This is an optimization exercise on Yosys and OpenROAD, whose aim is small area, a short achievable clock period and few clock cycles per item, not a production implementation. No functional check of the RTL was part of any run shown here.

==> flow/design.v (outline; a module is shown in full before it is edited, if it fits) <==
// module Convolution_without_pipeline: 1424 lines
// module fa3: 4 lines
// module xnor2m: 3 lines
// module maj3m: 3 lines
// module xor2m: 3 lines
// module or2m: 3 lines
// module nor2m: 3 lines
// module nand2m: 3 lines
// module invm: 3 lines
// module a21oim: 3 lines
// module o21aim: 3 lines
module Convolution_without_pipeline(
    clk, rst_n, in_valid,
    In_IFM_1, In_IFM_2, In_IFM_3, In_IFM_4, In_IFM_5, In_IFM_6, In_IFM_7, In_IFM_8, In_IFM_9,
    In_Weight_1, In_Weight_2, In_Weight_3, In_Weight_4, In_Weight_5, In_Weight_6, In_Weight_7, In_Weight_8, In_Weight_9,
    out_valid, Out_OFM
    );
  // ...
==> flow/flow/run.sh <==
#!/bin/bash
# Own flow: the standard flow (standard.sh) with its synthesis unchanged.
# The layout steps only differ in two ways:
#  * the delay cells (clkdlybuf4s*, dlygate*, dlymetal*) are not used, so the
#    port buffers and the resizer use ordinary buffers instead;
#  * buffer_ports uses buf_2 for the port buffers.
set -euo pipefail
bash standard.sh synth > synth.log 2>&1
PLATFORM_DONT_USE="sky130_fd_sc_hd__probe_p_8 sky130_fd_sc_hd__probec_p_8 sky130_fd_sc_hd__lpflow_bleeder_1 sky130_fd_sc_hd__lpflow_clkbufkapwr_1 sky130_fd_sc_hd__lpflow_clkbufkapwr_16 sky130_fd_sc_hd__lpflow_clkbufkapwr_2 sky130_fd_sc_hd__lpflow_clkbufkapwr_4 sky130_fd_sc_hd__lpflow_clkbufkapwr_8 sky130_fd_sc_hd__lpflow_clkinvkapwr_1 sky130_fd_sc_hd__lpflow_clkinvkapwr_16 sky130_fd_sc_hd__lpflow_clkinvkapwr_2 sky130_fd_sc_hd__lpflow_clkinvkapwr_4 sky130_fd_sc_hd__lpflow_clkinvkapwr_8 sky130_fd_sc_hd__lpflow_decapkapwr_12 sky130_fd_sc_hd__lpflow_decapkapwr_3 sky130_fd_sc_hd__lpflow_decapkapwr_4 sky130_fd_sc_hd__lpflow_decapkapwr_6 sky130_fd_sc_hd__lpflow_decapkapwr_8 sky130_fd_sc_hd__lpflow_inputiso0n_1 sky130_fd_sc_hd__lpflow_inputiso0p_1 sky130_fd_sc_hd__lpflow_inputiso1n_1 sky130_fd_sc_hd__lpflow_inputiso1p_1 sky130_fd_sc_hd__lpflow_inputisolatch_1 sky130_fd_sc_hd__lpflow_isobufsrc_1 sky130_fd_sc_hd__lpflow_isobufsrc_16 sky130_fd_sc_hd__lpflow_isobufsrc_2 sky130_fd_sc_hd__lpflow_isobufsrc_4 sky130_fd_sc_hd__lpflow_isobufsrc_8 sky130_fd_sc_hd__lpflow_isobufsrckapwr_16 sky130_fd_sc_hd__lpflow_lsbuf_lh_hl_isowell_tap_1 sky130_fd_sc_hd__lpflow_lsbuf_lh_hl_isowell_tap_2 sky130_fd_sc_hd__lpflow_lsbuf_lh_hl_isowell_tap_4 sky130_fd_sc_hd__lpflow_lsbuf_lh_isowell_4 sky130_fd_sc_hd__lpflow_lsbuf_lh_isowell_tap_1 sky130_fd_sc_hd__lpflow_lsbuf_lh_isowell_tap_2 sky130_fd_sc_hd__lpflow_lsbuf_lh_isowell_tap_4"
DELAY_CELLS="sky130_fd_sc_hd__clkdlybuf4s15_1 sky130_fd_sc_hd__clkdlybuf4s15_2 sky130_fd_sc_hd__clkdlybuf4s18_1 sky130_fd_sc_hd__clkdlybuf4s18_2 sky130_fd_sc_hd__clkdlybuf4s25_1 sky130_fd_sc_hd__clkdlybuf4s25_2 sky130_fd_sc_hd__clkdlybuf4s50_1 sky130_fd_sc_hd__clkdlybuf4s50_2 sky130_fd_sc_hd__dlygate4sd1_1 sky130_fd_sc_hd__dlygate4sd2_1 sky130_fd_sc_hd__dlygate4sd3_1 sky130_fd_sc_hd__dlymetal6s2s_1 sky130_fd_sc_hd__dlymetal6s4s_1 sky130_fd_sc_hd__dlymetal6s6s_1"
bash standard.sh "DONT_USE_CELLS=$PLATFORM_DONT_USE $DELAY_CELLS" \
  "BUFFER_PORTS_ARGS=-buffer_cell sky130_fd_sc_hd__buf_2" finish > layout.log 2>&1
==> flow/standard.sh <==
#!/bin/bash
# synth_recipe.tcl (not shown) runs the flow's synth.tcl, then flattens the netlist and writes it again
# the make line also repeats each setting of config.mk as NAME=value (left out here)
make -C /OpenROAD-flow-scripts/flow DESIGN_CONFIG=/design/flow/config.mk WORK_HOME=/design/flow/orfs CLKGATE_MAP_FILE= SYNTH_SCRIPT=/design/flow/synth_recipe.tcl "${@:-finish}"
==> flow/config.mk <==
export PLATFORM = sky130hd
export DESIGN_NAME = Convolution_without_pipeline
export DESIGN_NICKNAME = Convolution_without_pipeline
export VERILOG_FILES = /design/flow/design.v
export SDC_FILE = /design/flow/constraint.sdc
export NUM_CORES = 4
export LEC_CHECK = 0
export CAP_MARGIN = 20
export CORE_MARGIN = 2
export CORE_UTILIZATION = 55
export GPL_ROUTABILITY_DRIVEN = 0
export SETUP_SLACK_MARGIN = 4.4
export SLEW_MARGIN = 20
export SYNTH_HIERARCHICAL = 1
export SYNTH_MINIMUM_KEEP_SIZE = 0
==> flow/constraint.sdc <==
create_clock -name core_clock -period 10.0 [get_ports {clk}]
set_input_delay 2.0000 -clock core_clock [delete_from_list [all_inputs] [get_ports {clk}]]
set_output_delay 2.0000 -clock core_clock [all_outputs]
set_load 0.01 [all_outputs]
==> summary.txt, run 1 <==
Drt
  – DR WL met2: 22.6 mm
  – Met1 wire length: about 18 mm
  – Initial DRC Count: approximately 900
  – Vias per cell: about 5.6

Synthesis
  – Ys flop type: dfxtp_1
  – Asr flop ratio synth: around 1.8%
  – Synth Area in XOR/XNOR: 1.31%
  – Yosys reg bits: 56

Critical path
  – Crit path from: r_c136
  – Worst path max stage delay: 0.49 ns
  – WS Path Type: flip-flop to primary output
  – Worst Path Required: ~8 ns
  – Element type at the critical path start: flip-flop

Final layout
  – Leading cell type in the layout, fill and taps excluded: nand2_1
  – Multi-input comb cells: roughly 1200
  – Most frequent cells in the layout: 585 x nand2_1, 541 x fa_1, 172 x buf_2
  – Clock buffers: 8
  – Design area: 16500 um^2
  – Seq Cell Count: 56

Run status
  – Status: no timing/DRC/antenna violations

Clock network
  – Clock transition at path regs: about 0.070 ns
  – CTS resizes: 16
  – Clock Tree Root: clkbuf_16

Timing
  – Final Hold Fails: 0
  – Setup TNS: 0 ns

Global routing
  – Pin count of the biggest net entering global routing: 16

Placed design
  – DPL Wire Length: around 43 mm
  – Port bufs: approximately 170

Floorplanning
  – Die height: about 180 um
==> run 2: changes to the inputs <==
--- a/flow/design.v
+++ b/flow/design.v
@@ -1217,124 +1217,127 @@
 fa3 u_fa517 (.a(s515), .b(c489), .c(c490), .s(s518), .co(c518));
 fa3 u_fa534 (.a(c515), .b(c516), .c(s533), .s(s535), .co(c535));
 fa3 u_fa518 (.a(s516), .b(c491), .c(s517), .s(s519), .co(c519));
 fa3 u_fa542 (.a(s541), .b(c533), .c(s542), .s(s543), .co(c543));
 fa3 u_fa492 (.a(c456), .b(s490), .c(c457), .s(s493), .co(c493));
 nand2m u_na568 (.a(n568_0), .b(n551_0), .y(n569_0));
 fa3 u_fa309 (.a(c246), .b(s306), .c(c247), .s(s310), .co(c310));
 nand2m u_na571 (.a(n552_0), .b(n571_0), .y(n572_0));
-fa3 u_fa249 (.a(c187), .b(s247), .c(s248), .s(s250), .co(c250));
 fa3 u_fa310 (.a(s307), .b(s308), .c(c248), .s(s311), .co(c311));
 fa3 u_fa367 (.a(s364), .b(c309), .c(s365), .s(s368), .co(c368));
 fa3 u_fa417 (.a(c365), .b(s415), .c(c366), .s(s418), .co(c418));
-fa3 u_fa459 (.a(c415), .b(s457), .c(c416), .s(s460), .co(c460));
 fa3 u_fa535 (.a(c517), .b(s534), .c(c518), .s(s536), .co(c536));
-fa3 u_fa543 (.a(c534), .b(c535), .c(s543), .s(s544), .co(c544));
 fa3 u_fa546 (.a(c542), .b(s546), .c(c543), .s(s547), .co(c547));
 xnor2m u_xn569 (.a(n552_0), .b(n569_0), .y(n570_0));
 invm u_in572 (.a(n572_0), .y(n573_0));
 a21oim u_a2573 (.a(n553_0), .b(n573_0), .c(n551_0), .y(n574_0));
-reg r_s4, r_s93, r_c93, r_s135, r_c135, r_s136, r_c136, r_s187, r_s188, r_c188, r_s249, r_c249;
-reg r_s250, r_c250, r_s309, r_s310, r_c310, r_s311, r_c311, r_s366, r_s367, r_c367, r_s368, r_c368;
-reg r_s416, r_s417, r_c417, r_s418, r_c418, r_s458, r_c458, r_s459, r_c459, r_s460, r_c460, r_s491;
-reg r_s492, r_c492, r_s493, r_c493, r_s518, r_s519, r_c519, r_s535, r_s536, r_c536, r_s544, r_c544;
-reg r_c546, r_s547, r_c547, r_n550_0, r_n567_0, r_n570_0, r_n574_0;
+reg r_s4, r_s93, r_c93, r_s135, r_c135, r_s136, r_c136, r_s187, r_c187, r_s188, r_c188, r_s247;
+reg r_s248, r_s249, r_c249, r_s309, r_s310, r_c310, r_s311, r_c311, r_s366, r_s367, r_c367, r_s368;
+reg r_c368, r_c415, r_s416, r_c416, r_s417, r_c417, r_s418, r_c418, r_s457, r_s458, r_c458, r_s459;
+reg r_c459, r_s491, r_s492, r_c492, r_s493, r_c493, r_s518, r_s519, r_c519, r_c534, r_s535, r_c535;
+reg r_s536, r_c536, r_s543, r_c546, r_s547, r_c547, r_n550_0, r_n567_0, r_n570_0, r_n574_0;
 always @(posedge clk) begin
     r_s4 <= s4;
     r_s93 <= s93;
     r_c93 <= c93;
     r_s135 <= s135;
     r_c135 <= c135;
     r_s136 <= s136;
     r_c136 <= c136;
     r_s187 <= s187;
+    r_c187 <= c187;
     r_s188 <= s188;
     r_c188 <= c188;
+    r_s247 <= s247;
+    r_s248 <= s248;
     r_s249 <= s249;
     r_c249 <= c249;
-    r_s250 <= s250;
-    r_c250 <= c250;
     r_s309 <= s309;
     r_s310 <= s310;
     r_c310 <= c310;
     r_s311 <= s311;
     r_c311 <= c311;
     r_s366 <= s366;
     r_s367 <= s367;
     r_c367 <= c367;
     r_s368 <= s368;
     r_c368 <= c368;
+    r_c415 <= c415;
     r_s416 <= s416;
+    r_c416 <= c416;
     r_s417 <= s417;
     r_c417 <= c417;
     r_s418 <= s418;
     r_c418 <= c418;
+    r_s457 <= s457;
     r_s458 <= s458;
     r_c458 <= c458;
     r_s459 <= s459;
     r_c459 <= c459;
-    r_s460 <= s460;
-    r_c460 <= c460;
     r_s491 <= s491;
     r_s492 <= s492;
     r_c492 <= c492;
     r_s493 <= s493;
     r_c493 <= c493;
     r_s518 <= s518;
     r_s519 <= s519;
     r_c519 <= c519;
+    r_c534 <= c534;
     r_s535 <= s535;
+    r_c535 <= c535;
     r_s536 <= s536;
     r_c536 <= c536;
-    r_s544 <= s544;
-    r_c544 <= c544;
+    r_s543 <= s543;
     r_c546 <= c546;
     r_s547 <= s547;
     r_c547 <= c547;
     r_n550_0 <= n550_0;
     r_n567_0 <= n567_0;
     r_n570_0 <= n570_0;
     r_n574_0 <= n574_0;
 end
 invm u_in565 (.a(r_s4), .y(n566_0));
 fa3 u_fa136 (.a(r_s135), .b(r_c93), .c(r_s136), .s(s137), .co(c137));
 fa3 u_fa188 (.a(r_c135), .b(r_s187), .c(r_c136), .s(s189), .co(c189));
+fa3 u_fa249 (.a(r_c187), .b(r_s247), .c(r_s248), .s(s250), .co(c250));
+fa3 u_fa459 (.a(r_c415), .b(r_s457), .c(r_c416), .s(s460), .co(c460));
 fa3 u_fa418 (.a(r_c367), .b(r_s416), .c(r_s417), .s(s419), .co(c419));
 fa3 u_fa460 (.a(r_s458), .b(r_c417), .c(r_s459), .s(s461), .co(c461));
 fa3 u_fa493 (.a(r_s491), .b(r_c458), .c(r_s492), .s(s494), .co(c494));
+fa3 u_fa543 (.a(r_c534), .b(r_c535), .c(r_s543), .s(s544), .co(c544));
 fa3 u_fa519 (.a(r_c492), .b(r_s518), .c(r_c493), .s(s520), .co(c520));
 fa3 u_fa311 (.a(r_s309), .b(r_c249), .c(r_s310), .s(s312), .co(c312));
 fa3 u_fa368 (.a(r_c310), .b(r_s366), .c(r_s367), .s(s369), .co(c369));
 nor2m u_no577 (.a(s137), .b(r_s93), .y(n578_0));
 fa3 u_fa189 (.a(r_s188), .b(s189), .c(c137), .s(s190), .co(c190));
 fa3 u_fa250 (.a(r_c188), .b(r_s249), .c(c189), .s(s251), .co(c251));
-fa3 u_fa494 (.a(r_c459), .b(r_s493), .c(r_c460), .s(s495), .co(c495));
-fa3 u_fa461 (.a(r_c418), .b(r_s460), .c(c419), .s(s462), .co(c462));
+fa3 u_fa494 (.a(r_c459), .b(r_s493), .c(c460), .s(s495), .co(c495));
+fa3 u_fa461 (.a(r_c418), .b(s460), .c(c419), .s(s462), .co(c462));
 fa3 u_fa536 (.a(r_s535), .b(r_c519), .c(r_s536), .s(s537), .co(c537));
 fa3 u_fa520 (.a(r_s519), .b(c494), .c(s520), .s(s521), .co(c521));
-fa3 u_fa312 (.a(r_c250), .b(r_s311), .c(s312), .s(s313), .co(c313));
+fa3 u_fa312 (.a(c250), .b(r_s311), .c(s312), .s(s313), .co(c313));
 fa3 u_fa369 (.a(r_c311), .b(r_s368), .c(c312), .s(s370), .co(c370));
 fa3 u_fa419 (.a(r_c368), .b(r_s418), .c(c369), .s(s420), .co(c420));
 invm u_in581 (.a(s190), .y(n582_0));
-fa3 u_fa251 (.a(r_s250), .b(s251), .c(c190), .s(s252), .co(c252));
+fa3 u_fa251 (.a(s250), .b(s251), .c(c190), .s(s252), .co(c252));
 fa3 u_fa495 (.a(s494), .b(c461), .c(s495), .s(s496), .co(c496));
-fa3 u_fa544 (.a(r_c536), .b(r_s544), .c(c537), .s(s545), .co(c545));
+fa3 u_fa544 (.a(r_c536), .b(s544), .c(c537), .s(s545), .co(c545));
 fa3 u_fa537 (.a(c520), .b(s537), .c(c521), .s(s538), .co(c538));
 fa3 u_fa370 (.a(s369), .b(c313), .c(s370), .s(s371), .co(c371));
 fa3 u_fa420 (.a(s419), .b(c370), .c(s420), .s(s421), .co(c421));
 fa3 u_fa462 (.a(s461), .b(c420), .c(s462), .s(s463), .co(c463));
 xor2m u_xo574 (.a(r_s93), .b(r_n574_0), .y(n575_0));
 nor2m u_no575 (.a(r_s93), .b(r_n574_0), .y(n576_0));
 invm u_in578 (.a(r_n574_0), .y(n579_0));
 nand2m u_na582 (.a(n582_0), .b(n578_0), .y(n583_0));
 nor2m u_no585 (.a(s252), .b(s190), .y(n586_0));
 fa3 u_fa313 (.a(c251), .b(s313), .c(c252), .s(s314), .co(c314));
 fa3 u_fa521 (.a(c495), .b(s521), .c(c496), .s(s522), .co(c522));
-fa3 u_fa547 (.a(r_c544), .b(r_s547), .c(c545), .s(s548), .co(c548));
+fa3 u_fa547 (.a(c544), .b(r_s547), .c(c545), .s(s548), .co(c548));
 xor2m u_xo563 (.a(c538), .b(s545), .y(n564_0));
 nor2m u_no564 (.a(c538), .b(s545), .y(n565_0));
 xor2m u_xo555 (.a(c371), .b(s421), .y(n556_0));
 nor2m u_no556 (.a(c371), .b(s421), .y(n557_0));
 xor2m u_xo557 (.a(c421), .b(s463), .y(n558_0));
 nor2m u_no558 (.a(c421), .b(s463), .y(n559_0));
 fa3 u_fa496 (.a(c462), .b(s496), .c(c463), .s(s497), .co(c497));
 xnor2m u_xn576 (.a(s137), .b(n576_0), .y(n577_0));
==> flow/config.mk (replaced) <==
export PLATFORM = sky130hd
export DESIGN_NAME = Convolution_without_pipeline
export DESIGN_NICKNAME = Convolution_without_pipeline
export VERILOG_FILES = /design/flow/design.v
export SDC_FILE = /design/flow/constraint.sdc
export NUM_CORES = 4
export LEC_CHECK = 0
export CAP_MARGIN = 20
export CORE_MARGIN = 2
export CORE_UTILIZATION = 40
export GPL_ROUTABILITY_DRIVEN = 0
export SETUP_SLACK_MARGIN = 4.4
export SLEW_MARGIN = 20
export SYNTH_HIERARCHICAL = 1
export SYNTH_MINIMUM_KEEP_SIZE = 0
==> run 2 against run 1 <==
Non-clock buffer count up 5. Wire length up 7.5%. Clock-buffer cell count up 3. Flip-flop and latch count up 3.
==> summary.txt, run 2 <==
Timing
  – Setup TNS: 0 ns (unchanged)
  – Setup-failing EPs final: 0 (unchanged)
  – RSZ-0062 raised after global routing: yes (unchanged)
  – Period utilization: 55.6% (was 55.0%)
  – Hold WS: 1.41 ns (was 1.45 ns)
  – Slew Viols, Final: 0 (unchanged)
  – Final Hold Fails: 0 (unchanged)
  – F_max: 180 MHz (was 182 MHz)
  – Tmin final: 5.56 ns (was 5.50 ns)

Critical path
  – Critical Path Fanout Max: 5 (unchanged)
  – CP Depth: 13 (was 12)
  – Element type at the critical path start: flip-flop (unchanged)
  – Worst Setup End Kind: primary output (unchanged)
  – WS Path Type: flip-flop to primary output (unchanged)
  – Max stage delay cell, worst path: fa_2 (was fa_1)
  – CP dominant cell by count: fa_2 (unchanged)
  – Critical Path, Cell by Cell: fa_2, fa_2, fa_2, fa_2, buf_1, nor2_4, inv_1, o21ai_4, a21oi_2, o21ai_4, buf_2, xnor2_2, buf_2 (was fa_2, fa_1, fa_2, fa_2, xor2_2, nand2_2, nor2_4, nand2_2, o21ai_4, nand2_1, xor2_1, buf_2)
  – CP arrival: 3.56 ns (was 3.50 ns)
  – CP top delay family: adder cells (unchanged)
  – Worst path max stage delay: 0.47 ns (was 0.49 ns)
  – Worst Path Buf+Inv: 4 (was 1)
  – Worst Path Required: 8.00 ns (about the same)

Clock network
  – CTS Buf Count: 9 (was 5)
  – CTS H-tree lvls: 3 (was 2)
  – CTS Sinks: 59 (was 56)
  – CTS Buffer Depth: 2 (unchanged)
  – Clock transition at path regs: 0.06 ns (was 0.07 ns)
  – TritonCTS clock tree: built (unchanged)
  – Clock Tree Root: clkbuf_16 (unchanged)

Floorplanning
  – Die width: 209 um (was 178 um)
  – FP Rows: 74 (was 63)
  – Initial core utilization: 40.8% (was 56.1%)
  – Core Region: 41000 um^2 (was 29700 um^2)
  – IO Count: 169 (unchanged)
  – Die area: 43500 um^2 (was 31700 um^2)
  – Die height: 209 um (was 178 um)

Final layout
  – Area Growth Syn to Fin: 1.56% (was -0.833%)
  – FILL cells: 3952 (was 2622)
  – Ant. Diodes: 0 (unchanged)
  – Footprint of the multi-input gates: 13800 um^2 (about the same)
  – Share of cells above drive strength 1: 16.0% (was 15.1%)
  – Leading cell type in the layout, fill and taps excluded: nand2_1 (unchanged)
  – Non-filler instance count after layout: 2023 (was 1865)
  – FF+latch area: 1190 um^2 (was 1130 um^2)
  – Most frequent cells in the layout: 584 x nand2_1, 541 x fa_1, 174 x buf_2 (was 585 x nand2_1, 541 x fa_1, 172 x buf_2)
  – Fin nets: 2182 (was 2170)

Synthesis
  – Synth top area cells: fa_1 66%, nand2_1 13%, buf_6 9.7% (unchanged)
  – Yosys top cell area share: 65.7% (was 65.9%)
  – Top-count cell post-synth: nand2_1 (unchanged)
  – Syn nets: 2154 (was 2151)
  – Syn avg cell area: 11.5 um^2 (about the same)
  – Yosys reg bits: 59 (was 56)
  – Number of synthesized flops with an enable pin: 0 (unchanged)
  – Syn. warnings: 7 (unchanged)
  – Unique masters post-synth: 14 (unchanged)
  – Asr flop ratio synth: 1.69% (was 1.79%)
  – Cell taking the most area after synthesis: fa_1 (unchanged)
  – Ys flop type: dfxtp_1 (unchanged)
  – Post-synthesis sequential area ratio: 7.09% (was 6.75%)
  – Mapped Area: 16700 um^2 (about the same)
  – Synth cell count leaders: 589 x nand2_1, 549 x fa_1, 144 x buf_6 (unchanged)
  – Mapped Cells: 1458 (was 1455)

Drt
  – Initial DRT Pass Iterations: 8 (was 6)
  – Routed len/inst: 24.3 um (was 24.6 um)
  – Vias per cell: 5.38 (was 5.64)
  – Final ANT Viol Nets: 0 (unchanged)
  – Total DRC errors in the routed layout: 0 (unchanged)
  – Final wirelength: 49.3 mm (was 45.8 mm)
  – Initial DRC Count: 1189 (was 877)
  – Via count: 10900 (was 10500)

Global routing
  – Gr ovfl total: 0 (unchanged)
  – Global Route Usage Sum: 23.9% (was 31.3%)
  – Vias in the first global route: 11800 (was 11400)
  – Initial antenna violation count: 0 (unchanged)
  – First-pass GRT wire length: 75.3 mm (was 69.9 mm)
  – Pin count of the biggest net entering global routing: 11 (was 16)

Placed design
  – Port bufs: 167 (unchanged)
  – DPL Wire Length: 45.2 mm (was 42.6 mm)
  – Cells after DPL: 1993 (was 1848)

Job
  – Max cap viols: 0 (unchanged)

Worst hold path
  – Min-Delay Path Class: input port to async pin (unchanged)

Run status
  – Status: no timing/DRC/antenna violations (unchanged)
run 2: stage by stage:
stage | setup slack [ns] | instance area, um^2 | utilization, %
6_report | 4.44 | 17000 | 41.4
5_1_grt | 4.31 | 17000 | 41.4
4_1_cts | 4.38 | 16900 | 41.2
3_5_place_dp | 4.20 | 16500 | 40.1
3_3_place_gp | 4.24 | 16500 | 40.1
2_1_floorplan | 4.57 | 16700 | -
run 2: worst max path at each step:
| stage | slack, ns | from | end |
|---|---|---|---|
| 3_3_place_gp | 4.24 | r_c135 | Out_OFM[17] |
| 3_5_place_dp | 4.20 | r_c135 | Out_OFM[18] |
| 2_1_floorplan | 4.57 | In_Weight_1[4] | r_s368 |
| 5_1_grt | 4.31 | r_c136 | Out_OFM[18] |
| 4_1_cts | 4.38 | r_c416 | Out_OFM[16] |
| 6_report | 4.44 | r_c136 | Out_OFM[16] |
run 2: routing by layer:
metal / vias up / GRT usage [%] / share of wire [%]
li1: 4251 / - / -
met5: - / 0 / 0
met1: 5859 / 34.6 / 39
met3: 54 / 3.92 / 10
met2: 717 / 38.7 / 49
met4: 0 / 4.12 / 2.0
run 2: cell families (layout without fill, tap and decap cells):
logic type,after synthesis,count (layout),synth area share [%]
AO/OA/AOI/OAI,17,17,0.733
buffers and inverters,194,227,11.3
AND/OR/NAND/NOR,613,613,13.9
XOR/XNOR,25,25,1.31
other,1,1,0.0224
flip-flops,59,59,7.09
adder cells (fa/ha/maj),549,549,65.7
run 2: layout make-up:
type / instances / area share (%)
tap: 532 / 3.92
timing repair buffer: 182 / 5.30
clock buffer: 11 / 1.37
clock inverter: 5 / 0.457
inverter: 29 / 0.641
multi-input combinational: 1205 / 81.3
sequential: 59 / 7.00
run 2: modules after synthesis (local to each module, per instance):
module | cell area (um^2) | flops+latches | copies in the design | cells
xnor2m | 8.76 | 0 | 9 | 1
nand2m | 3.75 | 0 | 21 | 1
Convolution_without_pipeline | 5150 | 59 | 1 | 801
invm | 3.75 | 0 | 29 | 1
a21oim | 8.76 | 0 | 10 | 1
o21aim | 5.00 | 0 | 7 | 1
xor2m | 8.76 | 0 | 16 | 1
nor2m | 3.75 | 0 | 16 | 1
fa3 | 20.0 | 0 | 549 | 1
run 2: repair_timing:
item,CTS,global route
endpoints found under the setup margin,11,10
hold buffers,0,0
pin swaps,17,13
setup buffers,6,8
gates resized for setup,30,10
gates cloned,0,0

-- re-timing with driven ports --
How much do the figures lean on ideal ports? The routed layouts below were timed once more, with nothing changed but the port constraints. Step 1 (the two cells are an assumption about what drives the block):
set clk [get_ports {clk}]
set_driving_cell -lib_cell sky130_fd_sc_hd__clkbuf_16 $clk
set_driving_cell -lib_cell sky130_fd_sc_hd__buf_2 [delete_from_list [all_inputs] $clk]
Step 2 moves the port delays by t, midway between the first and last clock arrival at a register: inputs arrive t later, outputs are due t later. That takes back most of the time a late clock gives input paths. Slacks: ideal / step 1 / step 2; pairs: ideal / step 1.
run | t (ns) | setup slack, ns | clock arrival spread, ns | worst register clock-pin slew, ns
run 1 | 0.351 | 4.498 / 4.452 / 4.197 | 0.009 / 0.009 | 0.07 / 0.07
run 2 | 0.388 | 4.445 / 4.396 / 4.199 | 0.017 / 0.017 | 0.06 / 0.06
After both steps setup and hold are still met in every run listed. The setup slack of run 1, which loses most, moves by -0.046 ns with the drivers and by -0.301 ns with both steps.
